Background: an optimization exercise with open tools, aiming at small area, a short achievable clock period and few clock cycles per item. Do not read the settings as production practice. The RTL of this run was laid out without a check of its function.

===== design/flow/config.mk =====
export PLATFORM = sky130hd
export DESIGN_NAME = simple_generic_matrix_mult
export DESIGN_NICKNAME = simple_generic_matrix_mult
export VERILOG_FILES = /design/flow/design.v
export SDC_FILE = /design/flow/constraint.sdc
export NUM_CORES = 4
export LEC_CHECK = 0
export ABC_CLOCK_PERIOD_IN_PS = 3000
export CAP_MARGIN = 20
export CORE_MARGIN = 2
export CORE_UTILIZATION = 70
export CTS_BUF_LIST = sky130_fd_sc_hd__clkbuf_8
export CTS_CLUSTER_DIAMETER = 60
export CTS_CLUSTER_SIZE = 14
export SLEW_MARGIN = 20
export SYNTH_HIERARCHICAL = 1
export SYNTH_MINIMUM_KEEP_SIZE = 0

===== design/flow/constraint.sdc =====
create_clock -name core_clock -period 10.0 [get_ports {clk}]
set_input_delay 2.0000 -clock core_clock [delete_from_list [all_inputs] [get_ports {clk}]]
set_output_delay 2.0000 -clock core_clock [all_outputs]
set_load 0.01 [all_outputs]

===== design/flow/design.v =====
module simple_generic_matrix_mult #(
    parameter integer M = 3,
    parameter integer N = 3,
    parameter integer P = 3,
    parameter integer DATA_WIDTH = 8
)(
    input  wire clk,
    input  wire rst,
    input  wire start,
    input  wire signed [DATA_WIDTH-1:0] a_in,
    input  wire [$clog2(M*N)-1:0] a_addr,
    input  wire a_wen,
    input  wire signed [DATA_WIDTH-1:0] b_in,
    input  wire [$clog2(N*P)-1:0] b_addr,
    input  wire b_wen,
    output reg [2*DATA_WIDTH-1:0] c_out,
    output reg c_valid,
    output reg done
);
    localparam integer E = 1;    
    reg [3:0] t;
    wire rd = start | ((t != 0) & (t <= 8));           
    wire rot_b = rd;                                    
    wire rot_a = rd & ((t == 2) | (t == 5) | (t == 8));  
    always @(posedge clk or posedge rst) begin
        if (rst) begin
            t <= 0;
            c_valid <= 0;
            done <= 0;
        end else begin
            c_valid <= (t >= E) && (t <= E + 8) && (t != 0 || start);
            done <= (t == E + 8);
            t <= (t == E + 8) ? 4'd0 : (start || t != 0) ? t + 4'd1 : 4'd0;
        end
    end
    reg [71:0] Am, Bm;
    genvar x;
    generate
        for (x = 0; x < 9; x = x + 1) begin : st
            wire wa = a_wen & (a_addr == x);
            wire wb = b_wen & (b_addr == x);
            wire ha = ~(wa | rot_a);
            wire hb = ~(wb | rot_b);
            always @(posedge clk) begin
                Am[8*x +: 8] <= ({8{wa}} & a_in) | ({8{rot_a}} & Am[8*((x + 3) % 9) +: 8])
                              | ({8{ha}} & Am[8*x +: 8]);
                Bm[8*x +: 8] <= ({8{wb}} & b_in) | ({8{rot_b}} & Bm[8*((x % 3 == 2) ? x - 2 : x + 1) +: 8])
                              | ({8{hb}} & Bm[8*x +: 8]);
            end
        end
    endgenerate
    wire [7:0] ma0 = Am[7:0], ma1 = Am[15:8], ma2 = Am[23:16];
    wire [7:0] mb0 = Bm[7:0], mb1 = Bm[31:24], mb2 = Bm[55:48];
    wire [7:0] a0 = ma0, a1 = ma1, a2 = ma2, b0 = mb0, b1 = mb1, b2 = mb2;
    wire bo0_0, bt0_0, bn0_0, pp0_0_0, pp0_0_1, pp0_0_2, pp0_0_3, pp0_0_4, pp0_0_5, pp0_0_6, pp0_0_7, pp0_0_8, bo0_1, bt0_1, bn0_1, pp0_1_0, pp0_1_1, pp0_1_2, pp0_1_3, pp0_1_4, pp0_1_5, pp0_1_6, pp0_1_7, pp0_1_8, bo0_2, bt0_2, bn0_2, pp0_2_0, pp0_2_1, pp0_2_2, pp0_2_3, pp0_2_4, pp0_2_5, pp0_2_6, pp0_2_7, pp0_2_8, bo0_3, bt0_3, bn0_3, pp0_3_0, pp0_3_1, pp0_3_2, pp0_3_3, pp0_3_4, pp0_3_5, pp0_3_6, pp0_3_7, pp0_3_8, bo1_0, bt1_0, bn1_0, pp1_0_0, pp1_0_1, pp1_0_2, pp1_0_3, pp1_0_4, pp1_0_5, pp1_0_6, pp1_0_7, pp1_0_8, bo1_1, bt1_1, bn1_1, pp1_1_0, pp1_1_1, pp1_1_2, pp1_1_3, pp1_1_4, pp1_1_5, pp1_1_6, pp1_1_7, pp1_1_8, bo1_2, bt1_2, bn1_2, pp1_2_0, pp1_2_1, pp1_2_2, pp1_2_3, pp1_2_4, pp1_2_5, pp1_2_6, pp1_2_7, pp1_2_8, bo1_3, bt1_3, bn1_3, pp1_3_0, pp1_3_1, pp1_3_2, pp1_3_3, pp1_3_4, pp1_3_5, pp1_3_6, pp1_3_7, pp1_3_8, bo2_0, bt2_0, bn2_0, pp2_0_0, pp2_0_1, pp2_0_2, pp2_0_3, pp2_0_4, pp2_0_5, pp2_0_6, pp2_0_7, pp2_0_8, bo2_1, bt2_1, bn2_1, pp2_1_0, pp2_1_1, pp2_1_2, pp2_1_3, pp2_1_4, pp2_1_5, pp2_1_6, pp2_1_7, pp2_1_8, bo2_2, bt2_2, bn2_2, pp2_2_0, pp2_2_1, pp2_2_2, pp2_2_3, pp2_2_4, pp2_2_5, pp2_2_6, pp2_2_7, pp2_2_8, bo2_3, bt2_3, bn2_3, pp2_3_0, pp2_3_1, pp2_3_2, pp2_3_3, pp2_3_4, pp2_3_5, pp2_3_6, pp2_3_7, pp2_3_8, s1, c2, s3, c4, s5, c6, s7, c8, s9, c10, s11, c12, s13, c14, s15, c16, s17, c18, s19, c20, s21, c22, s23, c24, s25, c26, s27, c28, s29, c30, s31, c32, s33, c34, s35, c36, s37, c38, s39, c40, s41, c42, s43, c44, s45, c46, s47, c48, s49, c50, s51, c52, s53, c54, s55, c56, s57, c58, s59, c60, s61, c62, s63, c64, s65, c66, s67, c68, s69, c70, s71, c72, s73, c74, s75, c76, s77, c78, s79, c80, s81, c82, s83, c84, s85, c86, s87, c88, s89, c90, s91, c92, s93, c94, s95, c96, s97, c98, s99, c100, s101, c102, s103, c104, s105, c106, s107, c108, s109, c110, s111, c112, s113, c114, s115, c116, s117, c118, s119, c120, s121, c122, s123, c124, s125, c126, s127, c128, s129, c130, s131, c132, s133, c134, s135, c136, s137, c138, s139, c140, s141, c142, s143, c144, s145, c146, s147, c148, s149, c150, s151, c152, s153, c154, s155, c156, s157, c158, s159, c160, s161, c162, s163, c164, s165, c166, s167, c168, s169, c170, s171, c172, s173, c174, s175, c176, s177, c178, s179, c180, s181, c182, s183, c184, s185, c186, s187, c188, s189, c190, s191, c192;
    assign bo0_0 = b0[0] ^ 1'b0;
    assign bt0_0 = (b0[1] ^ b0[0]) & ~(b0[0] ^ 1'b0);
    assign bn0_0 = b0[1];
    assign pp0_0_0 = (bo0_0 & a0[0]) ^ bn0_0;
    mm_bs u_pp0_0_1 (.one(bo0_0), .two(bt0_0), .neg(bn0_0), .x(a0[1]), .y(a0[0]), .p(pp0_0_1));
    mm_bs u_pp0_0_2 (.one(bo0_0), .two(bt0_0), .neg(bn0_0), .x(a0[2]), .y(a0[1]), .p(pp0_0_2));
    mm_bs u_pp0_0_3 (.one(bo0_0), .two(bt0_0), .neg(bn0_0), .x(a0[3]), .y(a0[2]), .p(pp0_0_3));
    mm_bs u_pp0_0_4 (.one(bo0_0), .two(bt0_0), .neg(bn0_0), .x(a0[4]), .y(a0[3]), .p(pp0_0_4));
    mm_bs u_pp0_0_5 (.one(bo0_0), .two(bt0_0), .neg(bn0_0), .x(a0[5]), .y(a0[4]), .p(pp0_0_5));
    mm_bs u_pp0_0_6 (.one(bo0_0), .two(bt0_0), .neg(bn0_0), .x(a0[6]), .y(a0[5]), .p(pp0_0_6));
    mm_bs u_pp0_0_7 (.one(bo0_0), .two(bt0_0), .neg(bn0_0), .x(a0[7]), .y(a0[6]), .p(pp0_0_7));
    assign pp0_0_8 = ~(((bo0_0 | bt0_0) & a0[7]) ^ bn0_0);
    mm_be u_bo0_1 (.b2(b0[3]), .b1(b0[2]), .b0(b0[1]), .one(bo0_1), .two(bt0_1));
    assign bn0_1 = b0[3];
    assign pp0_1_0 = (bo0_1 & a0[0]) ^ bn0_1;
    mm_bs u_pp0_1_1 (.one(bo0_1), .two(bt0_1), .neg(bn0_1), .x(a0[1]), .y(a0[0]), .p(pp0_1_1));
    mm_bs u_pp0_1_2 (.one(bo0_1), .two(bt0_1), .neg(bn0_1), .x(a0[2]), .y(a0[1]), .p(pp0_1_2));
    mm_bs u_pp0_1_3 (.one(bo0_1), .two(bt0_1), .neg(bn0_1), .x(a0[3]), .y(a0[2]), .p(pp0_1_3));
    mm_bs u_pp0_1_4 (.one(bo0_1), .two(bt0_1), .neg(bn0_1), .x(a0[4]), .y(a0[3]), .p(pp0_1_4));
    mm_bs u_pp0_1_5 (.one(bo0_1), .two(bt0_1), .neg(bn0_1), .x(a0[5]), .y(a0[4]), .p(pp0_1_5));
    mm_bs u_pp0_1_6 (.one(bo0_1), .two(bt0_1), .neg(bn0_1), .x(a0[6]), .y(a0[5]), .p(pp0_1_6));
    mm_bs u_pp0_1_7 (.one(bo0_1), .two(bt0_1), .neg(bn0_1), .x(a0[7]), .y(a0[6]), .p(pp0_1_7));
    assign pp0_1_8 = ~(((bo0_1 | bt0_1) & a0[7]) ^ bn0_1);
    mm_be u_bo0_2 (.b2(b0[5]), .b1(b0[4]), .b0(b0[3]), .one(bo0_2), .two(bt0_2));
    assign bn0_2 = b0[5];
    assign pp0_2_0 = (bo0_2 & a0[0]) ^ bn0_2;
    mm_bs u_pp0_2_1 (.one(bo0_2), .two(bt0_2), .neg(bn0_2), .x(a0[1]), .y(a0[0]), .p(pp0_2_1));
    mm_bs u_pp0_2_2 (.one(bo0_2), .two(bt0_2), .neg(bn0_2), .x(a0[2]), .y(a0[1]), .p(pp0_2_2));
    mm_bs u_pp0_2_3 (.one(bo0_2), .two(bt0_2), .neg(bn0_2), .x(a0[3]), .y(a0[2]), .p(pp0_2_3));
    mm_bs u_pp0_2_4 (.one(bo0_2), .two(bt0_2), .neg(bn0_2), .x(a0[4]), .y(a0[3]), .p(pp0_2_4));
    mm_bs u_pp0_2_5 (.one(bo0_2), .two(bt0_2), .neg(bn0_2), .x(a0[5]), .y(a0[4]), .p(pp0_2_5));
    mm_bs u_pp0_2_6 (.one(bo0_2), .two(bt0_2), .neg(bn0_2), .x(a0[6]), .y(a0[5]), .p(pp0_2_6));
    mm_bs u_pp0_2_7 (.one(bo0_2), .two(bt0_2), .neg(bn0_2), .x(a0[7]), .y(a0[6]), .p(pp0_2_7));
    assign pp0_2_8 = ~(((bo0_2 | bt0_2) & a0[7]) ^ bn0_2);
    mm_be u_bo0_3 (.b2(b0[7]), .b1(b0[6]), .b0(b0[5]), .one(bo0_3), .two(bt0_3));
    assign bn0_3 = b0[7];
    assign pp0_3_0 = (bo0_3 & a0[0]) ^ bn0_3;
    mm_bs u_pp0_3_1 (.one(bo0_3), .two(bt0_3), .neg(bn0_3), .x(a0[1]), .y(a0[0]), .p(pp0_3_1));
    mm_bs u_pp0_3_2 (.one(bo0_3), .two(bt0_3), .neg(bn0_3), .x(a0[2]), .y(a0[1]), .p(pp0_3_2));
    mm_bs u_pp0_3_3 (.one(bo0_3), .two(bt0_3), .neg(bn0_3), .x(a0[3]), .y(a0[2]), .p(pp0_3_3));
    mm_bs u_pp0_3_4 (.one(bo0_3), .two(bt0_3), .neg(bn0_3), .x(a0[4]), .y(a0[3]), .p(pp0_3_4));
    mm_bs u_pp0_3_5 (.one(bo0_3), .two(bt0_3), .neg(bn0_3), .x(a0[5]), .y(a0[4]), .p(pp0_3_5));
    mm_bs u_pp0_3_6 (.one(bo0_3), .two(bt0_3), .neg(bn0_3), .x(a0[6]), .y(a0[5]), .p(pp0_3_6));
    mm_bs u_pp0_3_7 (.one(bo0_3), .two(bt0_3), .neg(bn0_3), .x(a0[7]), .y(a0[6]), .p(pp0_3_7));
    assign pp0_3_8 = ~(((bo0_3 | bt0_3) & a0[7]) ^ bn0_3);
    assign bo1_0 = b1[0] ^ 1'b0;
    assign bt1_0 = (b1[1] ^ b1[0]) & ~(b1[0] ^ 1'b0);
    assign bn1_0 = b1[1];
    assign pp1_0_0 = (bo1_0 & a1[0]) ^ bn1_0;
    mm_bs u_pp1_0_1 (.one(bo1_0), .two(bt1_0), .neg(bn1_0), .x(a1[1]), .y(a1[0]), .p(pp1_0_1));
    mm_bs u_pp1_0_2 (.one(bo1_0), .two(bt1_0), .neg(bn1_0), .x(a1[2]), .y(a1[1]), .p(pp1_0_2));
    mm_bs u_pp1_0_3 (.one(bo1_0), .two(bt1_0), .neg(bn1_0), .x(a1[3]), .y(a1[2]), .p(pp1_0_3));
    mm_bs u_pp1_0_4 (.one(bo1_0), .two(bt1_0), .neg(bn1_0), .x(a1[4]), .y(a1[3]), .p(pp1_0_4));
    mm_bs u_pp1_0_5 (.one(bo1_0), .two(bt1_0), .neg(bn1_0), .x(a1[5]), .y(a1[4]), .p(pp1_0_5));
    mm_bs u_pp1_0_6 (.one(bo1_0), .two(bt1_0), .neg(bn1_0), .x(a1[6]), .y(a1[5]), .p(pp1_0_6));
    mm_bs u_pp1_0_7 (.one(bo1_0), .two(bt1_0), .neg(bn1_0), .x(a1[7]), .y(a1[6]), .p(pp1_0_7));
    assign pp1_0_8 = ~(((bo1_0 | bt1_0) & a1[7]) ^ bn1_0);
    mm_be u_bo1_1 (.b2(b1[3]), .b1(b1[2]), .b0(b1[1]), .one(bo1_1), .two(bt1_1));
    assign bn1_1 = b1[3];
    assign pp1_1_0 = (bo1_1 & a1[0]) ^ bn1_1;
    mm_bs u_pp1_1_1 (.one(bo1_1), .two(bt1_1), .neg(bn1_1), .x(a1[1]), .y(a1[0]), .p(pp1_1_1));
    mm_bs u_pp1_1_2 (.one(bo1_1), .two(bt1_1), .neg(bn1_1), .x(a1[2]), .y(a1[1]), .p(pp1_1_2));
    mm_bs u_pp1_1_3 (.one(bo1_1), .two(bt1_1), .neg(bn1_1), .x(a1[3]), .y(a1[2]), .p(pp1_1_3));
    mm_bs u_pp1_1_4 (.one(bo1_1), .two(bt1_1), .neg(bn1_1), .x(a1[4]), .y(a1[3]), .p(pp1_1_4));
    mm_bs u_pp1_1_5 (.one(bo1_1), .two(bt1_1), .neg(bn1_1), .x(a1[5]), .y(a1[4]), .p(pp1_1_5));
    mm_bs u_pp1_1_6 (.one(bo1_1), .two(bt1_1), .neg(bn1_1), .x(a1[6]), .y(a1[5]), .p(pp1_1_6));
    mm_bs u_pp1_1_7 (.one(bo1_1), .two(bt1_1), .neg(bn1_1), .x(a1[7]), .y(a1[6]), .p(pp1_1_7));
    assign pp1_1_8 = ~(((bo1_1 | bt1_1) & a1[7]) ^ bn1_1);
    mm_be u_bo1_2 (.b2(b1[5]), .b1(b1[4]), .b0(b1[3]), .one(bo1_2), .two(bt1_2));
    assign bn1_2 = b1[5];
    assign pp1_2_0 = (bo1_2 & a1[0]) ^ bn1_2;
    mm_bs u_pp1_2_1 (.one(bo1_2), .two(bt1_2), .neg(bn1_2), .x(a1[1]), .y(a1[0]), .p(pp1_2_1));
    mm_bs u_pp1_2_2 (.one(bo1_2), .two(bt1_2), .neg(bn1_2), .x(a1[2]), .y(a1[1]), .p(pp1_2_2));
    mm_bs u_pp1_2_3 (.one(bo1_2), .two(bt1_2), .neg(bn1_2), .x(a1[3]), .y(a1[2]), .p(pp1_2_3));
    mm_bs u_pp1_2_4 (.one(bo1_2), .two(bt1_2), .neg(bn1_2), .x(a1[4]), .y(a1[3]), .p(pp1_2_4));
    mm_bs u_pp1_2_5 (.one(bo1_2), .two(bt1_2), .neg(bn1_2), .x(a1[5]), .y(a1[4]), .p(pp1_2_5));
    mm_bs u_pp1_2_6 (.one(bo1_2), .two(bt1_2), .neg(bn1_2), .x(a1[6]), .y(a1[5]), .p(pp1_2_6));
    mm_bs u_pp1_2_7 (.one(bo1_2), .two(bt1_2), .neg(bn1_2), .x(a1[7]), .y(a1[6]), .p(pp1_2_7));
    assign pp1_2_8 = ~(((bo1_2 | bt1_2) & a1[7]) ^ bn1_2);
    mm_be u_bo1_3 (.b2(b1[7]), .b1(b1[6]), .b0(b1[5]), .one(bo1_3), .two(bt1_3));
    assign bn1_3 = b1[7];
    assign pp1_3_0 = (bo1_3 & a1[0]) ^ bn1_3;
    mm_bs u_pp1_3_1 (.one(bo1_3), .two(bt1_3), .neg(bn1_3), .x(a1[1]), .y(a1[0]), .p(pp1_3_1));
    mm_bs u_pp1_3_2 (.one(bo1_3), .two(bt1_3), .neg(bn1_3), .x(a1[2]), .y(a1[1]), .p(pp1_3_2));
    mm_bs u_pp1_3_3 (.one(bo1_3), .two(bt1_3), .neg(bn1_3), .x(a1[3]), .y(a1[2]), .p(pp1_3_3));
    mm_bs u_pp1_3_4 (.one(bo1_3), .two(bt1_3), .neg(bn1_3), .x(a1[4]), .y(a1[3]), .p(pp1_3_4));
    mm_bs u_pp1_3_5 (.one(bo1_3), .two(bt1_3), .neg(bn1_3), .x(a1[5]), .y(a1[4]), .p(pp1_3_5));
    mm_bs u_pp1_3_6 (.one(bo1_3), .two(bt1_3), .neg(bn1_3), .x(a1[6]), .y(a1[5]), .p(pp1_3_6));
    mm_bs u_pp1_3_7 (.one(bo1_3), .two(bt1_3), .neg(bn1_3), .x(a1[7]), .y(a1[6]), .p(pp1_3_7));
    assign pp1_3_8 = ~(((bo1_3 | bt1_3) & a1[7]) ^ bn1_3);
    assign bo2_0 = b2[0] ^ 1'b0;
    assign bt2_0 = (b2[1] ^ b2[0]) & ~(b2[0] ^ 1'b0);
    assign bn2_0 = b2[1];
    assign pp2_0_0 = (bo2_0 & a2[0]) ^ bn2_0;
    mm_bs u_pp2_0_1 (.one(bo2_0), .two(bt2_0), .neg(bn2_0), .x(a2[1]), .y(a2[0]), .p(pp2_0_1));
    mm_bs u_pp2_0_2 (.one(bo2_0), .two(bt2_0), .neg(bn2_0), .x(a2[2]), .y(a2[1]), .p(pp2_0_2));
    mm_bs u_pp2_0_3 (.one(bo2_0), .two(bt2_0), .neg(bn2_0), .x(a2[3]), .y(a2[2]), .p(pp2_0_3));
    mm_bs u_pp2_0_4 (.one(bo2_0), .two(bt2_0), .neg(bn2_0), .x(a2[4]), .y(a2[3]), .p(pp2_0_4));
    mm_bs u_pp2_0_5 (.one(bo2_0), .two(bt2_0), .neg(bn2_0), .x(a2[5]), .y(a2[4]), .p(pp2_0_5));
    mm_bs u_pp2_0_6 (.one(bo2_0), .two(bt2_0), .neg(bn2_0), .x(a2[6]), .y(a2[5]), .p(pp2_0_6));
    mm_bs u_pp2_0_7 (.one(bo2_0), .two(bt2_0), .neg(bn2_0), .x(a2[7]), .y(a2[6]), .p(pp2_0_7));
    assign pp2_0_8 = ~(((bo2_0 | bt2_0) & a2[7]) ^ bn2_0);
    mm_be u_bo2_1 (.b2(b2[3]), .b1(b2[2]), .b0(b2[1]), .one(bo2_1), .two(bt2_1));
    assign bn2_1 = b2[3];
    assign pp2_1_0 = (bo2_1 & a2[0]) ^ bn2_1;
    mm_bs u_pp2_1_1 (.one(bo2_1), .two(bt2_1), .neg(bn2_1), .x(a2[1]), .y(a2[0]), .p(pp2_1_1));
    mm_bs u_pp2_1_2 (.one(bo2_1), .two(bt2_1), .neg(bn2_1), .x(a2[2]), .y(a2[1]), .p(pp2_1_2));
    mm_bs u_pp2_1_3 (.one(bo2_1), .two(bt2_1), .neg(bn2_1), .x(a2[3]), .y(a2[2]), .p(pp2_1_3));
    mm_bs u_pp2_1_4 (.one(bo2_1), .two(bt2_1), .neg(bn2_1), .x(a2[4]), .y(a2[3]), .p(pp2_1_4));
    mm_bs u_pp2_1_5 (.one(bo2_1), .two(bt2_1), .neg(bn2_1), .x(a2[5]), .y(a2[4]), .p(pp2_1_5));
    mm_bs u_pp2_1_6 (.one(bo2_1), .two(bt2_1), .neg(bn2_1), .x(a2[6]), .y(a2[5]), .p(pp2_1_6));
    mm_bs u_pp2_1_7 (.one(bo2_1), .two(bt2_1), .neg(bn2_1), .x(a2[7]), .y(a2[6]), .p(pp2_1_7));
    assign pp2_1_8 = ~(((bo2_1 | bt2_1) & a2[7]) ^ bn2_1);
    mm_be u_bo2_2 (.b2(b2[5]), .b1(b2[4]), .b0(b2[3]), .one(bo2_2), .two(bt2_2));
    assign bn2_2 = b2[5];
    assign pp2_2_0 = (bo2_2 & a2[0]) ^ bn2_2;
    mm_bs u_pp2_2_1 (.one(bo2_2), .two(bt2_2), .neg(bn2_2), .x(a2[1]), .y(a2[0]), .p(pp2_2_1));
    mm_bs u_pp2_2_2 (.one(bo2_2), .two(bt2_2), .neg(bn2_2), .x(a2[2]), .y(a2[1]), .p(pp2_2_2));
    mm_bs u_pp2_2_3 (.one(bo2_2), .two(bt2_2), .neg(bn2_2), .x(a2[3]), .y(a2[2]), .p(pp2_2_3));
    mm_bs u_pp2_2_4 (.one(bo2_2), .two(bt2_2), .neg(bn2_2), .x(a2[4]), .y(a2[3]), .p(pp2_2_4));
    mm_bs u_pp2_2_5 (.one(bo2_2), .two(bt2_2), .neg(bn2_2), .x(a2[5]), .y(a2[4]), .p(pp2_2_5));
    mm_bs u_pp2_2_6 (.one(bo2_2), .two(bt2_2), .neg(bn2_2), .x(a2[6]), .y(a2[5]), .p(pp2_2_6));
    mm_bs u_pp2_2_7 (.one(bo2_2), .two(bt2_2), .neg(bn2_2), .x(a2[7]), .y(a2[6]), .p(pp2_2_7));
    assign pp2_2_8 = ~(((bo2_2 | bt2_2) & a2[7]) ^ bn2_2);
    mm_be u_bo2_3 (.b2(b2[7]), .b1(b2[6]), .b0(b2[5]), .one(bo2_3), .two(bt2_3));
    assign bn2_3 = b2[7];
    assign pp2_3_0 = (bo2_3 & a2[0]) ^ bn2_3;
    mm_bs u_pp2_3_1 (.one(bo2_3), .two(bt2_3), .neg(bn2_3), .x(a2[1]), .y(a2[0]), .p(pp2_3_1));
    mm_bs u_pp2_3_2 (.one(bo2_3), .two(bt2_3), .neg(bn2_3), .x(a2[2]), .y(a2[1]), .p(pp2_3_2));
    mm_bs u_pp2_3_3 (.one(bo2_3), .two(bt2_3), .neg(bn2_3), .x(a2[3]), .y(a2[2]), .p(pp2_3_3));
    mm_bs u_pp2_3_4 (.one(bo2_3), .two(bt2_3), .neg(bn2_3), .x(a2[4]), .y(a2[3]), .p(pp2_3_4));
    mm_bs u_pp2_3_5 (.one(bo2_3), .two(bt2_3), .neg(bn2_3), .x(a2[5]), .y(a2[4]), .p(pp2_3_5));
    mm_bs u_pp2_3_6 (.one(bo2_3), .two(bt2_3), .neg(bn2_3), .x(a2[6]), .y(a2[5]), .p(pp2_3_6));
    mm_bs u_pp2_3_7 (.one(bo2_3), .two(bt2_3), .neg(bn2_3), .x(a2[7]), .y(a2[6]), .p(pp2_3_7));
    assign pp2_3_8 = ~(((bo2_3 | bt2_3) & a2[7]) ^ bn2_3);
    mm_fa u_s1 (.a(pp0_0_0), .b(bn0_0), .c(pp1_0_0), .s(s1), .co(c2));
    mm_fa u_s3 (.a(bn1_0), .b(pp2_0_0), .c(bn2_0), .s(s3), .co(c4));
    mm_fa u_s5 (.a(pp0_0_1), .b(pp1_0_1), .c(pp2_0_1), .s(s5), .co(c6));
    mm_fa u_s7 (.a(c2), .b(c4), .c(s5), .s(s7), .co(c8));
    mm_fa u_s9 (.a(pp0_0_2), .b(pp0_1_0), .c(bn0_1), .s(s9), .co(c10));
    mm_fa u_s11 (.a(pp1_0_2), .b(pp1_1_0), .c(bn1_1), .s(s11), .co(c12));
    mm_fa u_s13 (.a(pp2_0_2), .b(pp2_1_0), .c(bn2_1), .s(s13), .co(c14));
    mm_fa u_s15 (.a(c6), .b(s9), .c(s11), .s(s15), .co(c16));
    mm_fa u_s17 (.a(s13), .b(c8), .c(s15), .s(s17), .co(c18));
    mm_fa u_s19 (.a(pp0_0_3), .b(pp0_1_1), .c(pp1_0_3), .s(s19), .co(c20));
    mm_fa u_s21 (.a(pp1_1_1), .b(pp2_0_3), .c(pp2_1_1), .s(s21), .co(c22));
    mm_fa u_s23 (.a(c10), .b(c12), .c(c14), .s(s23), .co(c24));
    mm_fa u_s25 (.a(s19), .b(s21), .c(c16), .s(s25), .co(c26));
    mm_fa u_s27 (.a(pp0_0_4), .b(pp0_1_2), .c(pp0_2_0), .s(s27), .co(c28));
    mm_fa u_s29 (.a(bn0_2), .b(pp1_0_4), .c(pp1_1_2), .s(s29), .co(c30));
    mm_fa u_s31 (.a(pp1_2_0), .b(bn1_2), .c(pp2_0_4), .s(s31), .co(c32));
    mm_fa u_s33 (.a(pp2_1_2), .b(pp2_2_0), .c(bn2_2), .s(s33), .co(c34));
    mm_fa u_s35 (.a(c20), .b(c22), .c(s27), .s(s35), .co(c36));
    mm_fa u_s37 (.a(s29), .b(s31), .c(s33), .s(s37), .co(c38));
    mm_fa u_s39 (.a(c24), .b(s35), .c(s37), .s(s39), .co(c40));
    mm_fa u_s41 (.a(pp0_0_5), .b(pp0_1_3), .c(pp0_2_1), .s(s41), .co(c42));
    mm_fa u_s43 (.a(pp1_0_5), .b(pp1_1_3), .c(pp1_2_1), .s(s43), .co(c44));
    mm_fa u_s45 (.a(pp2_0_5), .b(pp2_1_3), .c(pp2_2_1), .s(s45), .co(c46));
    mm_fa u_s47 (.a(c28), .b(c30), .c(c32), .s(s47), .co(c48));
    mm_fa u_s49 (.a(c34), .b(s41), .c(s43), .s(s49), .co(c50));
    mm_fa u_s51 (.a(s45), .b(c36), .c(c38), .s(s51), .co(c52));
    mm_fa u_s53 (.a(pp0_0_6), .b(pp0_1_4), .c(pp0_2_2), .s(s53), .co(c54));
    mm_fa u_s55 (.a(pp0_3_0), .b(bn0_3), .c(pp1_0_6), .s(s55), .co(c56));
    mm_fa u_s57 (.a(pp1_1_4), .b(pp1_2_2), .c(pp1_3_0), .s(s57), .co(c58));
    mm_fa u_s59 (.a(bn1_3), .b(pp2_0_6), .c(pp2_1_4), .s(s59), .co(c60));
    mm_fa u_s61 (.a(pp2_2_2), .b(pp2_3_0), .c(bn2_3), .s(s61), .co(c62));
    mm_fa u_s63 (.a(c42), .b(c44), .c(c46), .s(s63), .co(c64));
    mm_fa u_s65 (.a(s53), .b(s55), .c(s57), .s(s65), .co(c66));
    mm_fa u_s67 (.a(s59), .b(s61), .c(c48), .s(s67), .co(c68));
    mm_fa u_s69 (.a(c50), .b(s63), .c(s65), .s(s69), .co(c70));
    mm_fa u_s71 (.a(pp0_0_7), .b(pp0_1_5), .c(pp0_2_3), .s(s71), .co(c72));
    mm_fa u_s73 (.a(pp0_3_1), .b(pp1_0_7), .c(pp1_1_5), .s(s73), .co(c74));
    mm_fa u_s75 (.a(pp1_2_3), .b(pp1_3_1), .c(pp2_0_7), .s(s75), .co(c76));
    mm_fa u_s77 (.a(pp2_1_5), .b(pp2_2_3), .c(pp2_3_1), .s(s77), .co(c78));
    mm_fa u_s79 (.a(c54), .b(c56), .c(c58), .s(s79), .co(c80));
    mm_fa u_s81 (.a(c60), .b(c62), .c(s71), .s(s81), .co(c82));
    mm_fa u_s83 (.a(s73), .b(s75), .c(s77), .s(s83), .co(c84));
    mm_fa u_s85 (.a(c64), .b(c66), .c(s79), .s(s85), .co(c86));
    assign s87 = ~(pp0_0_8 ^ pp0_1_6);
    assign c88 = pp0_0_8 | pp0_1_6;
    mm_fa u_s89 (.a(pp0_2_4), .b(pp0_3_2), .c(pp1_0_8), .s(s89), .co(c90));
    mm_fa u_s91 (.a(pp1_1_6), .b(pp1_2_4), .c(pp1_3_2), .s(s91), .co(c92));
    mm_fa u_s93 (.a(pp2_0_8), .b(pp2_1_6), .c(pp2_2_4), .s(s93), .co(c94));
    mm_fa u_s95 (.a(pp2_3_2), .b(c72), .c(c74), .s(s95), .co(c96));
    mm_fa u_s97 (.a(c76), .b(c78), .c(s87), .s(s97), .co(c98));
    mm_fa u_s99 (.a(s89), .b(s91), .c(s93), .s(s99), .co(c100));
    mm_fa u_s101 (.a(c80), .b(c82), .c(s95), .s(s101), .co(c102));
    mm_fa u_s103 (.a(c84), .b(s97), .c(s99), .s(s103), .co(c104));
    mm_fa u_s105 (.a(pp0_1_7), .b(pp0_2_5), .c(pp0_3_3), .s(s105), .co(c106));
    mm_fa u_s107 (.a(pp1_1_7), .b(pp1_2_5), .c(pp1_3_3), .s(s107), .co(c108));
    mm_fa u_s109 (.a(pp2_1_7), .b(pp2_2_5), .c(pp2_3_3), .s(s109), .co(c110));
    mm_fa u_s111 (.a(c88), .b(c90), .c(c92), .s(s111), .co(c112));
    mm_fa u_s113 (.a(c94), .b(s105), .c(s107), .s(s113), .co(c114));
    mm_fa u_s115 (.a(s109), .b(c96), .c(c98), .s(s115), .co(c116));
    mm_fa u_s117 (.a(s111), .b(c100), .c(s113), .s(s117), .co(c118));
    mm_fa u_s119 (.a(pp0_1_8), .b(pp0_2_6), .c(pp0_3_4), .s(s119), .co(c120));
    mm_fa u_s121 (.a(pp1_1_8), .b(pp1_2_6), .c(pp1_3_4), .s(s121), .co(c122));
    mm_fa u_s123 (.a(pp2_1_8), .b(pp2_2_6), .c(pp2_3_4), .s(s123), .co(c124));
    mm_fa u_s125 (.a(c106), .b(c108), .c(c110), .s(s125), .co(c126));
    mm_fa u_s127 (.a(s119), .b(s121), .c(s123), .s(s127), .co(c128));
    mm_fa u_s129 (.a(c112), .b(c114), .c(s125), .s(s129), .co(c130));
    mm_fa u_s131 (.a(pp0_2_7), .b(pp0_3_5), .c(pp1_2_7), .s(s131), .co(c132));
    mm_fa u_s133 (.a(pp1_3_5), .b(pp2_2_7), .c(pp2_3_5), .s(s133), .co(c134));
    mm_fa u_s135 (.a(c120), .b(c122), .c(c124), .s(s135), .co(c136));
    mm_fa u_s137 (.a(s131), .b(s133), .c(c126), .s(s137), .co(c138));
    mm_fa u_s139 (.a(pp0_2_8), .b(pp0_3_6), .c(pp1_2_8), .s(s139), .co(c140));
    mm_fa u_s141 (.a(pp1_3_6), .b(pp2_2_8), .c(pp2_3_6), .s(s141), .co(c142));
    mm_fa u_s143 (.a(c132), .b(c134), .c(s139), .s(s143), .co(c144));
    mm_fa u_s145 (.a(s141), .b(c136), .c(s143), .s(s145), .co(c146));
    mm_fa u_s147 (.a(pp0_3_7), .b(pp1_3_7), .c(pp2_3_7), .s(s147), .co(c148));
    mm_fa u_s149 (.a(c140), .b(c142), .c(s147), .s(s149), .co(c150));
    mm_fa u_s151 (.a(pp0_3_8), .b(pp1_3_8), .c(pp2_3_8), .s(s151), .co(c152));
    mm_fa u_s153 (.a(c148), .b(s151), .c(c150), .s(s153), .co(c154));
    mm_fa u_s155 (.a(ra_s23), .b(ra_c18), .c(ra_s25), .s(s155), .co(c156));
    mm_fa u_s157 (.a(ra_c26), .b(ra_s39), .c(c156), .s(s157), .co(c158));
    mm_fa u_s159 (.a(ra_s47), .b(ra_s49), .c(ra_c40), .s(s159), .co(c160));
    mm_fa u_s161 (.a(ra_s51), .b(s159), .c(c158), .s(s161), .co(c162));
    mm_fa u_s163 (.a(ra_c52), .b(ra_s67), .c(ra_s69), .s(s163), .co(c164));
    mm_fa u_s165 (.a(c160), .b(s163), .c(c162), .s(s165), .co(c166));
    mm_fa u_s167 (.a(ra_s81), .b(ra_s83), .c(ra_c68), .s(s167), .co(c168));
    mm_fa u_s169 (.a(ra_c70), .b(ra_s85), .c(c164), .s(s169), .co(c170));
    mm_fa u_s171 (.a(s167), .b(s169), .c(c166), .s(s171), .co(c172));
    mm_fa u_s173 (.a(ra_c86), .b(ra_s101), .c(ra_s103), .s(s173), .co(c174));
    mm_fa u_s175 (.a(c168), .b(s173), .c(c170), .s(s175), .co(c176));
    mm_fa u_s177 (.a(ra_c102), .b(ra_s115), .c(ra_c104), .s(s177), .co(c178));
    mm_fa u_s179 (.a(ra_s117), .b(c174), .c(s177), .s(s179), .co(c180));
    mm_fa u_s181 (.a(ra_s127), .b(ra_c116), .c(ra_c118), .s(s181), .co(c182));
    mm_fa u_s183 (.a(ra_s129), .b(c178), .c(s181), .s(s183), .co(c184));
    mm_fa u_s185 (.a(ra_c128), .b(ra_s135), .c(ra_c130), .s(s185), .co(c186));
    mm_fa u_s187 (.a(ra_s137), .b(c182), .c(s185), .s(s187), .co(c188));
    mm_fa u_s189 (.a(ra_c138), .b(ra_s145), .c(c186), .s(s189), .co(c190));
    mm_fa u_s191 (.a(ra_c144), .b(ra_s149), .c(ra_c146), .s(s191), .co(c192));
    reg ra_s1, ra_s3, ra_s7, ra_s17, ra_s23, ra_c18, ra_s25, ra_c26, ra_s39, ra_s47, ra_s49, ra_c40, ra_s51, ra_c52, ra_s67, ra_s69, ra_s81, ra_s83, ra_c68, ra_c70, ra_s85, ra_c86, ra_s101, ra_s103, ra_c102, ra_s115, ra_c104, ra_s117, ra_s127, ra_c116, ra_c118, ra_s129, ra_c128, ra_s135, ra_c130, ra_s137, ra_c138, ra_s145, ra_c144, ra_s149, ra_c146, ra_s153, ra_c152, ra_c154;
    always @(posedge clk) begin
        ra_s1 <= s1;
        ra_s3 <= s3;
        ra_s7 <= s7;
        ra_s17 <= s17;
        ra_s23 <= s23;
        ra_c18 <= c18;
        ra_s25 <= s25;
        ra_c26 <= c26;
        ra_s39 <= s39;
        ra_s47 <= s47;
        ra_s49 <= s49;
        ra_c40 <= c40;
        ra_s51 <= s51;
        ra_c52 <= c52;
        ra_s67 <= s67;
        ra_s69 <= s69;
        ra_s81 <= s81;
        ra_s83 <= s83;
        ra_c68 <= c68;
        ra_c70 <= c70;
        ra_s85 <= s85;
        ra_c86 <= c86;
        ra_s101 <= s101;
        ra_s103 <= s103;
        ra_c102 <= c102;
        ra_s115 <= s115;
        ra_c104 <= c104;
        ra_s117 <= s117;
        ra_s127 <= s127;
        ra_c116 <= c116;
        ra_c118 <= c118;
        ra_s129 <= s129;
        ra_c128 <= c128;
        ra_s135 <= s135;
        ra_c130 <= c130;
        ra_s137 <= s137;
        ra_c138 <= c138;
        ra_s145 <= s145;
        ra_c144 <= c144;
        ra_s149 <= s149;
        ra_c146 <= c146;
        ra_s153 <= s153;
        ra_c152 <= c152;
        ra_c154 <= c154;
    end
    wire [15:0] row1 = {ra_c152, ra_s153, s191, c188, c184, c180, s179, s175, s171, s165, s161, s157, s155, ra_s17, ra_s7, ra_s1};
    wire [15:0] row2 = {ra_c154, c192, c190, s189, s187, s183, c176, c172, 1'b0, 1'b0, 1'b0, 1'b0, 1'b0, 1'b0, 1'b0, ra_s3};
    always @(posedge clk) c_out <= row1 + row2;
endmodule
module mm_fa (input wire a, input wire b, input wire c, output wire s, output wire co);
    assign s = a ^ b ^ c;
    assign co = (a & b) | (a & c) | (b & c);
endmodule
module mm_ha (input wire a, input wire b, output wire s, output wire co);
    assign s = a ^ b;
    assign co = a & b;
endmodule
module mm_be (input wire b2, input wire b1, input wire b0, output wire one, output wire two);
    assign one = b1 ^ b0;
    assign two = (b2 ^ b1) & ~(b1 ^ b0);
endmodule
module mm_bs (input wire one, input wire two, input wire neg, input wire x, input wire y, output wire p);
    assign p = ((one & x) | (two & y)) ^ neg;
endmodule

===== design/flow/flow/run.sh =====
#!/bin/bash
set -euo pipefail
bash standard.sh SETUP_SLACK_MARGIN=7 "BUFFER_PORTS_ARGS=-buffer_cell sky130_fd_sc_hd__buf_2" finish > standard_flow.log 2>&1

===== design/flow/standard.sh =====
#!/bin/bash
# synth_recipe.tcl (not shown) runs the flow's synth.tcl, then flattens the netlist and writes it again
# the make line also repeats each setting of config.mk as NAME=value (left out here)
make -C /OpenROAD-flow-scripts/flow DESIGN_CONFIG=/design/flow/config.mk WORK_HOME=/design/flow/orfs CLKGATE_MAP_FILE= SYNTH_SCRIPT=/design/flow/synth_recipe.tcl "${@:-finish}"

==> summary.txt <==
==> Yosys stat by module (local to each module, per instance) <==
module,cells,flip-flops and latches
mm_be,4,0
mm_bs,2,0
simple_generic_matrix_mult,746,210
mm_fa,1,0
==> logic make-up after synthesis <==
family                   Yosys count  share of synthesized area, %
multiplexers                       5                         0.452
flip-flops                       210                          34.8
buffers and inverters             52                          2.62
AND/OR/NAND/NOR                  257                          12.4
XOR/XNOR                         126                          9.13
adder cells (fa/ha/maj)          110                          17.2
AO/OA/AOI/OAI                    285                          23.5
==> flip-flops by register name (all words and copies together), names as in the netlist, 4 cells and up <==
signal / count
t: 4
c_out: 16
Am: 72
Bm: 72
==> critical path, cell delays in order, from the launching register on <==
cell and delay [ps]:
dfxtp_2 340, fa_2 390, fa_2 340, fa_2 360, fa_2 370, fa_2 360, ha_4 290, nand4_1 140
o21bai_2 250, a2111o_1 170, nand3_1 50
==> Yosys cell counts (all sizes together), types with 2 or more instances <==
cell,number
nand3,8
nor2,19
xor2,23
nor3,58
clkbuf,13
fa,95
o21ai,27
nor2b,8
clkinv,7
nand4,3
nor4b,3
nand2,23
nand2b,15
a22oi,84
dfrtp,6
inv,10
dfxtp,204
nand3b,14
nor4,17
a211oi,2
ha,15
and2,82
xnor2,103
mux2,4
a21oi,18
a221o,144
and3,4
buf,22
a221oi,2
==> metal layers <==
metal,vias to the layer above,GRT usage (%),wire length [um]
li1,4144,-,-
met1,4501,42.6,12500
met2,375,51.5,14800
met3,69,4.77,1960
met4,0,9.90,858
met5,-,0,0
==> stage by stage <==
step,worst slack (ps),std cells,hold WS [ps]
2_1_floorplan,6850,1045,420
3_3_place_gp,6000,1283,435
3_5_place_dp,5910,1283,445
4_1_cts,6770,1314,466
5_1_grt,6730,1362,483
6_report,6830,1362,460
==> cells in the final DEF, fill, tap and decap left out, drive strengths merged, types with 2 or more instances in the layout <==
cell | synthesis | final
ha | 15 | 15
a211oi | 2 | 2
xor2 | 23 | 23
a21oi | 18 | 18
o21ai | 27 | 27
nand3 | 8 | 8
a221oi | 2 | 2
clkbuf | 13 | 21
nand3b | 14 | 15
a22oi | 84 | 84
buf | 22 | 97
and3 | 4 | 4
nand2b | 15 | 15
or3b | 1 | 2
and2 | 82 | 84
dfxtp | 204 | 204
xnor2 | 103 | 103
nor2b | 8 | 8
mux2 | 4 | 4
nor2 | 19 | 19
fa | 95 | 95
clkinv | 7 | 9
dfrtp | 6 | 6
nand2 | 23 | 23
a221o | 144 | 144
inv | 10 | 12
nor4 | 17 | 17
nand4 | 3 | 3
nor4b | 3 | 3
nor3 | 58 | 58
==> area by class of cell <==
cell class / count / area, sq um / share of cell area, %
clock buffer: 19 / 262 / 1.88
clock inverter: 5 / 30.0 / 0.216
inverter: 17 / 63.8 / 0.459
multi-input combinational: 787 / 8210 / 59.0
sequential: 210 / 4300 / 30.9
tap: 225 / 282 / 2.02
timing repair buffer: 99 / 774 / 5.57
==> repair_timing <==
item / CTS / global route
gates cloned: 2 / 2
setup buffers: 5 / 46
resized for setup: 58 / 44
pin swaps: 5 / 16
endpoints found under the setup margin: 182 / 152
==> worst max path at each step <==
stage / to / startpoint / depth (start not counted) / slack (ps)
after global placement: Bm[38] / b_addr[3] / 5 / 6000
after floorplan: Bm[16] / b_addr[3] / 5 / 6850
final: c_out[14] / ra_s23 / 10 / 6830
after detailed placement: Bm[35] / b_addr[3] / 5 / 5910
after CTS: c_out[12] / ra_s23 / 10 / 6770
after global routing: c_out[12] / ra_s23 / 10 / 6730
==> summary.txt <==
Yosys
  • Area of the mapped netlist: 12,200 sq um
  • Syn Nets: 1,184
  • Syn Inst Count: between 1,000 and 1,500
  • Primary FF master, synth: dfxtp_1
  • Avg Inst Size Synth: 11.6 sq um
  • Post-synth EDFFs: 0
  • Synth warn: 7
  • Share of synthesized flip-flops with an asynchronous set or reset: between 2 and 3%
  • Synth cell types: 49
  • Ranking of synthesized cells by area: dfxtp_1 34%, fa_1 16%, a221o_1 12%
  • Post-synth top area share: 33.6%
  • Post-synth top area cell: dfxtp_1
  • FF+latch count, synth: 210
  • Register area share after synthesis: 34.8%

GRT
  • Total gr overflow: 0
  • GR Util All Layers: between 30% and 40%
  • Initial antenna violation count: 0
  • Largest net degree at the start of global routing: 73
  • First-pass GRT wire length: 45,300 um
  • Vias in the first global route: 8,602

Detailed routing
  • Detailed Routing Iterations Pass 1: 7
  • DRC viols: 0
  • Wire per inst: 22.1 um
  • Routed WL: 30,100 um
  • Vias/cell: ~6.7
  • Vias: 9,089
  • Detail Route Antenna Nets: 0
  • Iter 0 DRT Violations: 560

Setup path
  • Worst Setup Start Kind: flip-flop
  • Worst Reg2Reg Path Length in Cells: 10
  • WS Path Type: reg2reg
  • RR Endpoint: c_out[14]
  • Crit path DAT: 3590 ps
  • Crit-path max FO: 4
  • R2R setup slack: ~7000 ps
  • R2R Path Start: ra_s23
  • Required time worst endpoint: 10,430 ps
  • CP Capture Type: flip-flop

Layout
  • Final Cell Area: 13,900 sq um
  • Fin util: 81.3%
  • Layout Area Growth over Synthesis: 14.3%
  • Fraction of layout cells with a size suffix above 1: 27.9%
  • # fillers: 958
  • Nets: between 1,000 and 1,500
  • # diodes: 0

Die
  • Initial Util: 71.1%
  • Die width: roughly 140 um
  • DIE AREA: around 18,000 sq um
  • Core area: 17,100 sq um
  • Site Rows: 48
  • Total I/O pin count: 47
  • Die H: 136 um

Outcome
  • Status: finished clean

STA
  • Final setup violation count: 0
  • Minimum clock period: 3170 ps
  • Fin crit share: 31.7%
  • Clock skew: 18.9 ps
  • Final slew viol count: 0
  • Sum Neg Setup Slack: 0 ps
  • RSZ-0062 raised after global routing: true
  • Worst slew pin tran: 981 ps
  • Fmax achieved: 0.316 GHz
  • Fin. Hold Viols: 0
  • Slew Limit Headroom: roughly a third

CTS
  • Clock Tree Root: clkbuf_8
  • Cts bufs inserted: 19
  • H-tree levels: 1
  • Worst-path clk slew: approximately 90 ps
  • CTS max path bufs: 3
  • TritonCTS clock tree: yes
  • CTS Hold Buffers Added: 0
  • Clock latency (worst-skew pair): 540 ps
  • Sink Count: 210

Placement
  • Routability congestion estimate: between 0.8 and 0.9
  • Final HPWL DP: 20,000 um
  • Port Buf Inserts: 46
  • DP Area: 12,700 sq um

Worst hold path
  • Worst hold-check path type: reg2reg
  • HP Start: ra_s3
  • Hold Path Depth: 1
  • Worst Hold Path EP: c_out[0]

Job
  • Max-Cap Viols: 0

## what the ideal ports hide
How much do the figures lean on ideal ports? The routed layout below was timed once more, with nothing changed but the port constraints. Step 1 assumes that a clkbuf_16 drives the clock port and a buf_2 every other input. Step 2 also shifts input and output timing later by t, the mid clock arrival at the registers, as if the neighbouring blocks saw the same clock. Slacks: no drivers / after step 1 / after step 2; pairs: no drivers / after step 1.
shift t [ns]: 0.570
setup WS [ns]: 6.832 / 6.832 / 6.437
worst hold slack (ns): 0.460 / 0.460 / 0.460
worst setup path at the end: input to register
worst slew at a driven data input, ns: 0.04
After both steps this run still meets setup and hold. For this run, drivers alone change the setup slack by 0.000 ns; drivers and shift together by -0.395 ns.
